This design comes from an exercise in tuning for small area on the open sky130 flow, not from production work.
The RTL was checked by simulation tests, not by an equivalence proof against the original design.

## flow/design.v (module list and top-level ports; edited modules follow where they fit)
// module tv80_alu: 356 lines
// module tv80_reg: 41 lines
// module tv80_mcode: 2185 lines
// module tv80_core: 1158 lines
// module tv80s: 119 lines
module tv80s ( 
  m1_n, mreq_n, iorq_n, rd_n, wr_n, rfsh_n, halt_n, busak_n, A, dout,
  reset_n, clk, cen, wait_n, int_n, nmi_n, busrq_n, di
  );
  // ...
==> flow/run.sh <==
#!/bin/bash
# synth_recipe.tcl (not shown) runs the flow's synth.tcl, then flattens the netlist and writes it again
# the make line also repeats each setting of config.mk as NAME=value (left out here)
make -C /OpenROAD-flow-scripts/flow DESIGN_CONFIG=/design/flow/config.mk WORK_HOME=/design/flow/orfs CLKGATE_MAP_FILE= SYNTH_SCRIPT=/design/flow/synth_recipe.tcl finish
==> flow/config.mk <==
export PLATFORM = sky130hd
export DESIGN_NAME = tv80s
export DESIGN_NICKNAME = tv80s
export VERILOG_FILES = /design/flow/design.v
export SDC_FILE = /design/flow/constraint.sdc
export NUM_CORES = 4
export LEC_CHECK = 0
export CAP_MARGIN = 20
export CORE_MARGIN = 2
export CORE_UTILIZATION = 40
export SLEW_MARGIN = 20
==> flow/constraint.sdc <==
create_clock -name core_clock -period 12.0 [get_ports {clk}]
set_input_delay 2.4000 -clock core_clock [delete_from_list [all_inputs] [get_ports {clk}]]
set_output_delay 2.4000 -clock core_clock [all_outputs]
set_load 0.01 [all_outputs]
==> flow_metrics.tcl, run 1 <==
set metrics [dict create \
    boundaryPins 47 \
    fin_crit_ns 9.95 \
    start_util_pct 40.2 \
    die_w_um 296 \
    cp_slowest_cell "a2111oi_2" \
    drive_gt1_share_pct 10.9 \
    setup_violations 0 \
    clockRootBuffer "clkbuf_16" \
    fin_util_pct 44.2 \
    clk_latency_ns 0.63 \
    worstSetupEndpoint "i_tv80_core.i_reg.RegsH[6][7]" \
    n_all_inverters 126 \
    final_max_slew_viol_count 0 \
    grt_usage_pct 43.9 \
    synth-simple-area-share_pct 22.0 \
    cts_hold_buf 0 \
    synth_compound_area_share_pct 29.6 \
    cts_buffers 45 \
    grtUsageMet3_pct 11.1 \
    status "no timing/DRC/antenna violations" \
    rows 107 \
    overflow 0 \
    core-area_mm2 0.0849 \
    num_tap_cells 1144 \
    slew_headroom_pct 13.0 \
    placed_area_mm2 0.0361 \
    wl_met2_um 80800 \
    ff_latch_area_mm2 0.00989 \
    cp-startpoint "i_tv80_core.IR[6]" \
    worstRegToRegCells 25 \
    final_antenna_net_count 0 \
    synth-edff-count 170 \
    gr-usage-met2_pct 63.6 \
    seq_area_share_pct 26.3 \
    synthCells 4436 \
    wire_per_inst_um 35.7 \
    cts_setup_buffers 0 \
    die_h_um 296 \
    ys_top_cells_by_count "nand2_1, nor2_1, a21oi_1" \
    synth_top_area_share_pct 15.0 \
    ys.flop_type "edfxtp_1" \
]
==> inputs of run 2 (changes only) <==
--- a/flow/config.mk
+++ b/flow/config.mk
@@ -7,5 +7,6 @@
 export LEC_CHECK = 0
-export CAP_MARGIN = 20
+export CAP_MARGIN = 0
 export CORE_MARGIN = 2
 export CORE_UTILIZATION = 40
-export SLEW_MARGIN = 20
+export CTS_BUF_LIST = sky130_fd_sc_hd__clkbuf_4
+export SLEW_MARGIN = 0
==> flow_metrics.tcl, run 2 <==
set metrics [dict create \
    syn_area_mm2 0.0341 \
    drtPass1Iterations 10 \
    cts_tree "yes" \
    layout.cells.most_common_list "nand2_1, nor2_1, a21oi_1, o21ai_0, edfxtp_1" \
    required_ns 12.66 \
    drt_iter0_drc 6093 \
    grt_usage_pct 44.0 \
    setup_violations 0 \
    worstHoldEndpoint "i_tv80_core.Read_To_Reg_r[4]" \
    cts_resized 0 \
    ys_seq_elements 358 \
    period_share_pct 82.3 \
    syn_nets 4560 \
    r2r_end "i_tv80_core.i_reg.RegsH[0][7]" \
    vias_per_cell 6.99 \
    fmax_ghz 0.101 \
    synth_area_leader_cell "edfxtp_1" \
    syn2layout_area_growth_pct 9.57 \
    synth_adder_area_share_pct 4.32 \
    drt-met1-wl_um 75700 \
    dp_hpwl_um 147000 \
    criticalPathCategory "reg2reg" \
    grt_max_degree 75 \
    cts_max_path_buffers 3 \
    overflow 0 \
    ys.flop_type "edfxtp_1" \
    synth_top_family_by_area "compound AO/OA/AOI/OAI gates" \
    cp-startpoint "i_tv80_core.IR[6]" \
    synth_cell_type_count 113 \
    synth-simple-area-share_pct 22.0 \
    wl_met2_um 81500 \
    hold_depth 2 \
    gp_congestion 1.09 \
    synth_compound_area_share_pct 29.6 \
    synth-edff-count 170 \
    htree_levels 3 \
    fillers 8871 \
    reg.largest.list "i_tv80_core.i_reg.RegsH (64), i_tv80_core.i_reg.RegsL (64)" \
    hold_viol 0 \
    drv_cap 0 \
    clk_latency_ns 1.03 \
    rsz0062_at_grt "false" \
    synthCells 4436 \
    wl_um 197000 \
    die-area_mm2 0.0876 \
    tns_ns 0 \
    ys_top_cells_by_count "nand2_1, nor2_1, a21oi_1" \
    hold_start "i_tv80_core.Read_To_Reg_r[4]" \
    clockRootBuffer "clkbuf_4" \
    worstRegToRegCells 25 \
    critPathCaptureType "flop" \
    synthArstFlopShare_pct 52.5 \
    fin_nets 4516 \
    cts_sinks 358 \
    synth_top_area_share_pct 15.0 \
    grt_pass1_vias 36100 \
    cts_hold_buf 0 \
    synth-seq-area-share_pct 29.0 \
    final_common_cell "nand2_1" \
    start_util_pct 40.2 \
    fin_area_mm2 0.0374 \
    drc 0 \
    synthTopCellsByArea "edfxtp_1, dfrtp_1, nand2_1" \
    critPathMaxFanout 39 \
    r2r_slack_ns 2.12 \
    vias 39300 \
    port_buffers 45 \
    die_h_um 296 \
    final_antenna_net_count 0 \
    boundaryPins 47 \
    die_w_um 296 \
    final_max_slew_viol_count 0 \
    cts_buffers 103 \
    rows 107 \
    cp-start-kind "flop" \
    synthMuxAreaShare_pct 6.76 \
    fin_crit_ns 9.88 \
    placed_area_mm2 0.0360 \
    slew_headroom_pct 9.13 \
    drive_gt1_share_pct 12.6 \
    yosysMostFrequentCell "nand2_1" \
    finalClockSkew_ns 0.156 \
    wl_met3_um 24900 \
    clk_pin_slew_ns 0.07 \
    ys_warn_count 5 \
    antenna_found_initial 10 \
    worstPathArrival_ns 10.54 \
    cts_setup_buffers 0 \
    reg2reg_from "i_tv80_core.IR[6]" \
    highest_layer "met5" \
    wire_per_inst_um 35.0 \
    synth_xor_area_share_pct 2.73 \
    worst_pin_slew_ns 1.35 \
    grt_pass1_wl_um 276000 \
    syn_area_per_cell_um2 7.69 \
    status "no timing/DRC/antenna violations" \
    core-area_mm2 0.0849 \
    hold_class "reg2reg" \
]
-- run 2: changes by cell type in the layout (fill, tap and decap cells not counted), sizes merged, moves of 3 or more --
| cell | before | now |
|---|---|---|
| clkbuf | 55 | 148 |
| clkinv | 20 | 43 |
| bufinv | 3 | 0 |
| diode | 3 | 6 |
| inv | 130 | 127 |
-- run 2: area by class of cell --
type                    instances  area [um^2]  area share [%]
multi-input cells            3592        22500            60.3
diodes                          6         15.0          0.0402
clock buffers                 147         1100            2.95
flip-flops and latches        358         9890            26.5
inverters                     126          474            1.27
repair buffers                211         1710            4.58
clock inverters                44          211           0.566
well taps                    1144         1430            3.83
-- run 2: metal layers --
layer,GRT usage (%),vias up
met2,63.7,2990
met4,27.4,8
met3,12.9,709
met1,57.5,19000
met5,0,-
li1,-,16600
-- run 2: how the worst max path moves through the flow --
stage          slack, ns  depth (start not counted)                            end
2_1_floorplan       4.71                         26  i_tv80_core.i_reg.RegsH[0][7]
3_3_place_gp        2.66                         25  i_tv80_core.i_reg.RegsH[5][7]
4_1_cts             2.47                         26  i_tv80_core.i_reg.RegsH[7][4]
5_1_grt             1.67                         26  i_tv80_core.i_reg.RegsH[3][4]
6_report            2.12                         25  i_tv80_core.i_reg.RegsH[0][7]
3_5_place_dp        2.49                         26  i_tv80_core.i_reg.RegsH[2][5]
-- run 2: stage by stage --
stage | util [%] | hold WS [ns] | cells | setup WS [ns]
final | 44.0 | 0.483 | 5628 | 2.12
after global routing | 44.0 | 0.502 | 5625 | 1.67
after CTS | 44.0 | 0.482 | 5622 | 2.47
after detailed placement | 42.5 | 0.467 | 5431 | 2.49
after global placement | 42.5 | 0.461 | 5431 | 2.66
after floorplan | - | 0.449 | 4436 | 4.71
-- run 2: worst max-delay path, stage by stage, from the launching register on --
cell and delay [ns]:
dfrtp_1 0.66, inv_1 0.22, ha_1 0.47, buf_4 0.30, nand4b_1 0.36, o211a_1 0.36, nand4_1 0.33, nand4b_1 0.53
a2111oi_2 1.06, mux2_2 0.46, o311ai_1 0.13, o311ai_1 0.27, nor2_4 0.35, buf_4 0.48, nand2_1 0.10, a311o_1 0.33
a21oi_1 0.44, ha_1 0.39, and3_1 0.29, nand3_1 0.12, o2111ai_1 0.19, a2111oi_2 0.47, o311ai_1 0.18, a21oi_1 0.20
xnor2_1 0.12, o31ai_1 0.73
-- run 2: cells by family (layout without fill, tap and decap cells) --
logic type      count (synthesis)  after routing
simple gates                 1631           1631
compound gates               1562           1562
buf+inv                       486            528
flops                         358            358
mux                           180            180
fa+ha+maj                     114            114
xor+xnor                      104            104
other cells                     1              7

==> afterwards: timing with drivers on the ports <==
No port has a modelled driver above. Below, the same layouts with a new extraction and two added sets of constraints. Step 1: set_driving_cell puts a clkbuf_16 on clk and a buf_2 on each other input, an assumption about the parent block. Step 2 also shifts input and output timing later by t, the mid clock arrival at the registers, as if the neighbouring blocks saw the same clock. a / b / c = ideal / step 1 / step 2; a / b = the first two.
run	t (ns)	setup slack, ns	worst hold slack (ns)	worst data-port slew with drivers (ns)	pins driven straight from the clock port
run 1	0.688	2.054 / 2.054 / 2.054	0.479 / 0.479 / 0.479	0.05	1
run 2	1.012	2.124 / 2.124 / 2.124	0.483 / 0.483 / 0.483	0.06	1
After both steps every run listed still meets setup and hold.
